From an optimization exercise on the open Yosys and OpenROAD flow, aimed at small area, a short achievable clock period and few clock cycles; shortcuts taken in it are not production practice. In this exercise RTL edits were held to simulation tests only and were not proved equivalent to the original. Power is estimated from default activity; no workload was simulated.

==> run D <==
==> flow/design.v (excerpt) <==
module LASER (
    input CLK,
    input RST,
    input [3:0] X,
    input [3:0] Y,
    output reg [3:0] C1X,
    output reg [3:0] C1Y,
    output reg [3:0] C2X,
    output reg [3:0] C2Y,
    output reg DONE
);
    reg [3:0] px [0:39];      
    reg [4:0] yr [0:39];      
    reg [39:0] pm;            
    reg       run;            
    reg [5:0] in_cnt;
    reg [4:0] cyc;            
    reg       par;            
    reg [5:0] b_cnt;
    reg [3:0] b_x, b_y;
    wire rowcyc = run & (cyc <= 5'd11);
    wire mcyc   = run & (cyc == 5'd16);
    wire ecyc   = run & (cyc == 5'd15);
    wire dcyc   = run & (cyc == 5'd14);    
    wire clr    = run & (cyc == 5'd12);    
    wire last_in = ~run & (in_cnt == 6'd39);
    reg [4:0] ndelta;         
    reg [4:0] delta_n;
    wire [3:0] b_y_n;         
    always @* begin
        if (RST)
            delta_n = 5'd0;
        else if (!run)
            delta_n = last_in ? 5'd1 : (in_cnt == 6'd38) ? 5'd2 : 5'd0;
        else if (cyc <= 5'd9 || cyc == 5'd16)
            delta_n = 5'd1;
        else if (cyc == 5'd14)
            delta_n = same ? 5'd0 : {1'b0, b_y_n} - 5'd13;
        else if (cyc == 5'd15)
            delta_n = 5'd2 - {1'b0, b_y};
        else
            delta_n = 5'd0;
    end
    always @(posedge CLK) ndelta <= -delta_n;
    genvar t, c;
    wire [4:0] yr_in [0:39];
    generate
        for (t = 0; t < 40; t = t + 1) begin : ys
            wire [4:0] s;
  ...
==> module LASER, before the edit <==
module LASER (
    input CLK,
    input RST,
    input [3:0] X,
    input [3:0] Y,
    output reg [3:0] C1X,
    output reg [3:0] C1Y,
    output reg [3:0] C2X,
    output reg [3:0] C2Y,
    output reg DONE
);
    reg [3:0] px [0:39];      
    reg [4:0] yr [0:39];      
    reg [39:0] pm;            
    reg       run;            
    reg [5:0] in_cnt;
    reg [4:0] cyc;            
    reg       par;            
    reg [5:0] b_cnt;
    reg [3:0] b_x, b_y;
    wire rowcyc = run & (cyc <= 5'd11);
    wire mcyc   = run & (cyc == 5'd16);
    wire ecyc   = run & (cyc == 5'd15);
    wire dcyc   = run & (cyc == 5'd14);    
    wire clr    = run & (cyc == 5'd12);    
    wire last_in = ~run & (in_cnt == 6'd39);
    reg [4:0] ndelta;         
    reg [4:0] delta_n;
    wire [3:0] b_y_n;         
    always @* begin
        if (RST)
            delta_n = 5'd0;
        else if (!run)
            delta_n = last_in ? 5'd1 : (in_cnt == 6'd38) ? 5'd2 : 5'd0;
        else if (cyc <= 5'd9 || cyc == 5'd16)
            delta_n = 5'd1;
        else if (cyc == 5'd14)
            delta_n = same ? 5'd0 : {1'b0, b_y_n} - 5'd13;
        else if (cyc == 5'd15)
            delta_n = 5'd2 - {1'b0, b_y};
        else
            delta_n = 5'd0;
    end
    always @(posedge CLK) ndelta <= -delta_n;
    genvar t, c;
    wire [4:0] yr_in [0:39];
    generate
        for (t = 0; t < 40; t = t + 1) begin : ys
            wire [4:0] s;
            laser_add5 u_add (.a(yr[(t + 39) % 40]), .b(ndelta), .s(s));
            if (t == 0) begin : in0
                wire [4:0] ny = last_in ? {1'b0, Y} - 5'd2 : {1'b0, Y};
                assign yr_in[t] = run ? s : ny;
            end else begin : nx
                assign yr_in[t] = s;
            end
        end
    endgenerate
    wire [11:0] colbit [0:39];
    wire [39:0] newmask;
    reg [11:0] bx_hot;        
    generate
        for (t = 0; t < 40; t = t + 1) begin : tg
            laser_tfun u_tf (.px(px[t]), .yr(yr[t]), .en(~pm[t]), .col(colbit[t]));
            assign newmask[t] = |(colbit[t] & bx_hot);
        end
    endgenerate
    reg [13-1:0] pa [0:11];
    reg [5:0] cnt [0:11];
    generate
        for (c = 0; c < 12; c = c + 1) begin : pc
            wire [39:0] bits;
            for (t = 0; t < 40; t = t + 1) begin : bb
                assign bits[t] = colbit[t][c];
            end
            wire [13-1:0] part;
            wire [5:0] sum;
            pc40_a u_a (.in(bits), .out(part));
            pc40_b u_b (.in(pa[c]), .out(sum));
            always @(posedge CLK) begin
                pa[c] <= part;
                cnt[c] <= sum;
            end
        end
    endgenerate
    reg [5:0] mc [0:2];
    reg [3:0] mx [0:2];
    generate
        for (c = 0; c < 3; c = c + 1) begin : am
            wire [5:0] v0 = cnt[4*c], v1 = cnt[4*c+1], v2 = cnt[4*c+2], v3 = cnt[4*c+3];
            wire g01 = v1 > v0, g02 = v2 > v0, g03 = v3 > v0;
            wire g12 = v2 > v1, g13 = v3 > v1, g23 = v3 > v2;
            wire w0 = ~g01 & ~g02 & ~g03;
            wire w1 = g01 & ~g12 & ~g13;
            wire w2 = g02 & g12 & ~g23;
            always @(posedge CLK) begin
                mc[c] <= w0 ? v0 : w1 ? v1 : w2 ? v2 : v3;
                mx[c] <= w0 ? (4*c + 2) : w1 ? (4*c + 3) : w2 ? (4*c + 4) : (4*c + 5);
            end
        end
    endgenerate
    reg vB, vC, vD, fB, fC, fD;
    reg [3:0] rB, rC, rD;
    wire g01 = mc[1] > mc[0];
    wire g02 = mc[2] > mc[0];
    wire g12 = mc[2] > mc[1];
    wire w0 = (fD | (mc[0] > b_cnt)) & ~g01 & ~g02;
    wire w1 = (fD | (mc[1] > b_cnt)) & g01 & ~g12;
    wire w2 = (fD | (mc[2] > b_cnt)) & g02 & g12;
    wire take = vD & (w0 | w1 | w2);
    wire [5:0] rmc = w0 ? mc[0] : w1 ? mc[1] : mc[2];
    wire [3:0] rmx = w0 ? mx[0] : w1 ? mx[1] : mx[2];
    assign b_y_n = take ? rD : b_y;
    wire [3:0] b_x_n = take ? rmx : b_x;
    wire same = par ? (b_x_n == C1X && b_y_n == C1Y) : (b_x_n == C2X && b_y_n == C2Y);
    wire m00 = (Y == 4'd0 && X <= 4'd4) || (Y <= 4'd2 && X <= 4'd3) ||
               (Y == 4'd3 && X <= 4'd2) || (Y == 4'd4 && X == 4'd0);
    integer i;
    always @(posedge CLK) begin
        px[0] <= run ? px[39] : (X ^ {1'b0, X[3:1]});    
        yr[0] <= yr_in[0];
        pm[0] <= run ? (mcyc ? newmask[39] : pm[39] & ~clr) : m00;
        for (i = 1; i < 40; i = i + 1) begin
            px[i] <= px[i-1];
            yr[i] <= yr_in[i];
            pm[i] <= mcyc ? newmask[i-1] : pm[i-1] & ~clr;
        end
        vB <= rowcyc;
        fB <= (cyc == 5'd0);
        rB <= cyc[3:0] + 4'd2;
        vC <= vB; fC <= fB; rC <= rB;
        vD <= vC; fD <= fC; rD <= rC;
        if (take) begin
            b_cnt <= rmc;
            b_x <= rmx;
            for (i = 0; i < 12; i = i + 1)
                bx_hot[i] <= (rmx == i + 2);
            b_y <= rD;
        end
        if (RST) begin
            run <= 1'b0;
            in_cnt <= 6'd0;
            DONE <= 1'b0;
        end else if (!run) begin
            DONE <= 1'b0;
            in_cnt <= last_in ? 6'd0 : in_cnt + 6'd1;
            if (last_in)
                run <= 1'b1;
        end else if (dcyc && same) begin
            DONE <= 1'b1;
            run <= 1'b0;
        end
        if (last_in) begin
            cyc <= 5'd0;
            par <= 1'b0;
            C1X <= 4'd0;  C1Y <= 4'd0;
            C2X <= 4'd15; C2Y <= 4'd15;
        end else begin
            cyc <= mcyc ? 5'd0 : cyc + 5'd1;
            if (ecyc) begin
                par <= ~par;
                if (par) begin C1X <= b_x; C1Y <= b_y; end
                else     begin C2X <= b_x; C2Y <= b_y; end
            end
        end
    end
endmodule
clock: 10.0 ns
lec_check: 0
abc_area: 1
cap_margin: 30
core_margin: 2
core_utilization: 40
setup_slack_margin: 5
slew_margin: 20
standard.sh (not shown) runs the stock make flow with config.mk's settings and CLKGATE_MAP_FILE= SYNTH_SCRIPT=/design/flow/synth_recipe.tcl, a recipe that flattens the netlist after the stock synthesis.
==> flow/flow/run.sh <==
#!/bin/bash
# Own flow: the standard layout (standard.sh, unchanged synthesis), only
# with a larger setup repair margin, so that the resizer keeps shortening
# paths that already meet the 10 ns clock. Each tool's output goes to
# standard.log (make) in this folder; ORFS's own logs stay under orfs/logs.
set -euo pipefail
sed -e 's/SETUP_SLACK_MARGIN=[0-9.]*/SETUP_SLACK_MARGIN=6.6/' standard.sh > standard_margin.sh
bash standard_margin.sh > standard.log 2>&1
==> inputs of run G, as changes to run D <==
==> flow/run.sh (new file) <==
#!/bin/bash
# synth_recipe.tcl (not shown) runs the flow's synth.tcl, then flattens the netlist and writes it again
# the make line also repeats each setting of config.mk as NAME=value (left out here)
make -C /OpenROAD-flow-scripts/flow DESIGN_CONFIG=/design/flow/config.mk WORK_HOME=/design/flow/orfs CLKGATE_MAP_FILE= SYNTH_SCRIPT=/design/flow/synth_recipe.tcl finish
removed: flow/flow/run.sh
removed: flow/standard.sh
==> inputs of run P, as changes to run D <==
--- a/flow/design.v
+++ b/flow/design.v
@@ -21,9 +21,9 @@
     wire rowcyc = run & (cyc <= 5'd11);
     wire mcyc   = run & (cyc == 5'd16);
     wire ecyc   = run & (cyc == 5'd15);
-    wire dcyc   = run & (cyc == 5'd14);    
     wire clr    = run & (cyc == 5'd12);    
     wire last_in = ~run & (in_cnt == 6'd39);
+    wire same = par ? (b_x == C1X && b_y == C1Y) : (b_x == C2X && b_y == C2Y);
     reg [4:0] ndelta;         
     reg [4:0] delta_n;
     wire [3:0] b_y_n;         
@@ -35,9 +35,9 @@
         else if (cyc <= 5'd9 || cyc == 5'd16)
             delta_n = 5'd1;
         else if (cyc == 5'd14)
-            delta_n = same ? 5'd0 : {1'b0, b_y_n} - 5'd13;
+            delta_n = {1'b0, b_y_n} - 5'd13;
         else if (cyc == 5'd15)
-            delta_n = 5'd2 - {1'b0, b_y};
+            delta_n = same ? 5'd0 : 5'd2 - {1'b0, b_y};
         else
             delta_n = 5'd0;
     end
@@ -46,20 +46,17 @@
     wire [4:0] yr_in [0:39];
     generate
         for (t = 0; t < 40; t = t + 1) begin : ys
-            wire [4:0] s;
-            laser_add5 u_add (.a(yr[(t + 39) % 40]), .b(ndelta), .s(s));
-            if (t == 0) begin : in0
-                wire [4:0] ny = last_in ? {1'b0, Y} - 5'd2 : {1'b0, Y};
-                assign yr_in[t] = run ? s : ny;
-            end else begin : nx
-                assign yr_in[t] = s;
-            end
+            wire [4:0] a = (t == 0) ? (run ? yr[39] : {1'b0, Y}) : yr[(t + 39) % 40];
+            laser_add5 u_add (.a(a), .b(ndelta), .s(yr_in[t]));
         end
     endgenerate
     wire [11:0] colbit [0:39];
     wire [39:0] newmask;
-    reg [11:0] bx_hot;        
+    wire [11:0] bx_hot;
     generate
+        for (c = 0; c < 12; c = c + 1) begin : bh
+            assign bx_hot[c] = (b_x == c + 2);
+        end
         for (t = 0; t < 40; t = t + 1) begin : tg
             laser_tfun u_tf (.px(px[t]), .yr(yr[t]), .en(~pm[t]), .col(colbit[t]));
             assign newmask[t] = |(colbit[t] & bx_hot);
@@ -87,15 +84,16 @@
     reg [3:0] mx [0:2];
     generate
         for (c = 0; c < 3; c = c + 1) begin : am
-            wire [5:0] v0 = cnt[4*c], v1 = cnt[4*c+1], v2 = cnt[4*c+2], v3 = cnt[4*c+3];
-            wire g01 = v1 > v0, g02 = v2 > v0, g03 = v3 > v0;
-            wire g12 = v2 > v1, g13 = v3 > v1, g23 = v3 > v2;
-            wire w0 = ~g01 & ~g02 & ~g03;
-            wire w1 = g01 & ~g12 & ~g13;
-            wire w2 = g02 & g12 & ~g23;
+            wire t0 = cnt[4*c+1] > cnt[4*c];
+            wire [5:0] c0 = t0 ? cnt[4*c+1] : cnt[4*c];
+            wire [1:0] x0 = t0 ? 2'd1 : 2'd0;
+            wire t1 = cnt[4*c+3] > cnt[4*c+2];
+            wire [5:0] c1 = t1 ? cnt[4*c+3] : cnt[4*c+2];
+            wire [1:0] x1 = t1 ? 2'd3 : 2'd2;
+            wire t2 = c1 > c0;
             always @(posedge CLK) begin
-                mc[c] <= w0 ? v0 : w1 ? v1 : w2 ? v2 : v3;
-                mx[c] <= w0 ? (4*c + 2) : w1 ? (4*c + 3) : w2 ? (4*c + 4) : (4*c + 5);
+                mc[c] <= t2 ? c1 : c0;
+                mx[c] <= (4*c + 2) + (t2 ? x1 : x0);
             end
         end
     endgenerate
@@ -111,8 +109,6 @@
     wire [5:0] rmc = w0 ? mc[0] : w1 ? mc[1] : mc[2];
     wire [3:0] rmx = w0 ? mx[0] : w1 ? mx[1] : mx[2];
     assign b_y_n = take ? rD : b_y;
-    wire [3:0] b_x_n = take ? rmx : b_x;
-    wire same = par ? (b_x_n == C1X && b_y_n == C1Y) : (b_x_n == C2X && b_y_n == C2Y);
     wire m00 = (Y == 4'd0 && X <= 4'd4) || (Y <= 4'd2 && X <= 4'd3) ||
                (Y == 4'd3 && X <= 4'd2) || (Y == 4'd4 && X == 4'd0);
     integer i;
@@ -133,8 +129,6 @@
         if (take) begin
             b_cnt <= rmc;
             b_x <= rmx;
-            for (i = 0; i < 12; i = i + 1)
-                bx_hot[i] <= (rmx == i + 2);
             b_y <= rD;
         end
         if (RST) begin
@@ -146,7 +140,7 @@
             in_cnt <= last_in ? 6'd0 : in_cnt + 6'd1;
             if (last_in)
                 run <= 1'b1;
-        end else if (dcyc && same) begin
+        end else if (ecyc && same) begin
             DONE <= 1'b1;
             run <= 1'b0;
         end
==> flow/run.sh (new file) <==
#!/bin/bash
# synth_recipe.tcl (not shown) runs the flow's synth.tcl, then flattens the netlist and writes it again
# the make line also repeats each setting of config.mk as NAME=value (left out here)
make -C /OpenROAD-flow-scripts/flow DESIGN_CONFIG=/design/flow/config.mk WORK_HOME=/design/flow/orfs CLKGATE_MAP_FILE= SYNTH_SCRIPT=/design/flow/synth_recipe.tcl finish
removed: flow/flow/run.sh
removed: flow/standard.sh
==> summary of the runs <==
Critical path depth: run D < run P < run G.
Synthesized cell count is the same in run G and run D.
Core utilization: run D is higher than run P (1.7 points).
Between run P and run D, the lower clock power is in run P (gap 6.9%, measured against run D).
Worst setup slack, lowest first: run G, run P, run D.
In flip-flop and latch count, run D and run G do not differ.
Testbench counts of run D, summed over its fixed seeds: cycles 15,260.
Testbench counts of run G, summed over its fixed seeds: cycles 15,260.
Testbench counts of run P, summed over its fixed seeds: cycles 15,420.

[what the ideal ports hide]
In the flow no input, the clock included, has a driving cell. The finished layouts below were timed again as built, in two steps.
Step 1 assumes that a clkbuf_16 drives the clock port and a buf_2 every other input.
Step 2 also shifts input and output timing later by t, the mid clock arrival at the registers, as if the neighbouring blocks saw the same clock.
Slacks: ideal / step 1 / step 2; pairs: ideal / step 1.
run | t, ns | setup WS [ns] | clock arrival spread, ns | worst register clock-pin slew, ns
run D | 0.744 | 6.638 / 6.580 / 6.196 | 0.028 / 0.028 | 0.07 / 0.07
run G | 0.744 | 6.138 / 6.138 / 6.138 | 0.030 / 0.031 | 0.07 / 0.07
run P | 0.736 | 6.209 / 6.209 / 5.736 | 0.039 / 0.039 | 0.07 / 0.07
After both steps every run listed still meets setup and hold. For run P, which loses most, drivers alone change the setup slack by 0.000 ns; drivers and shift together by -0.473 ns.
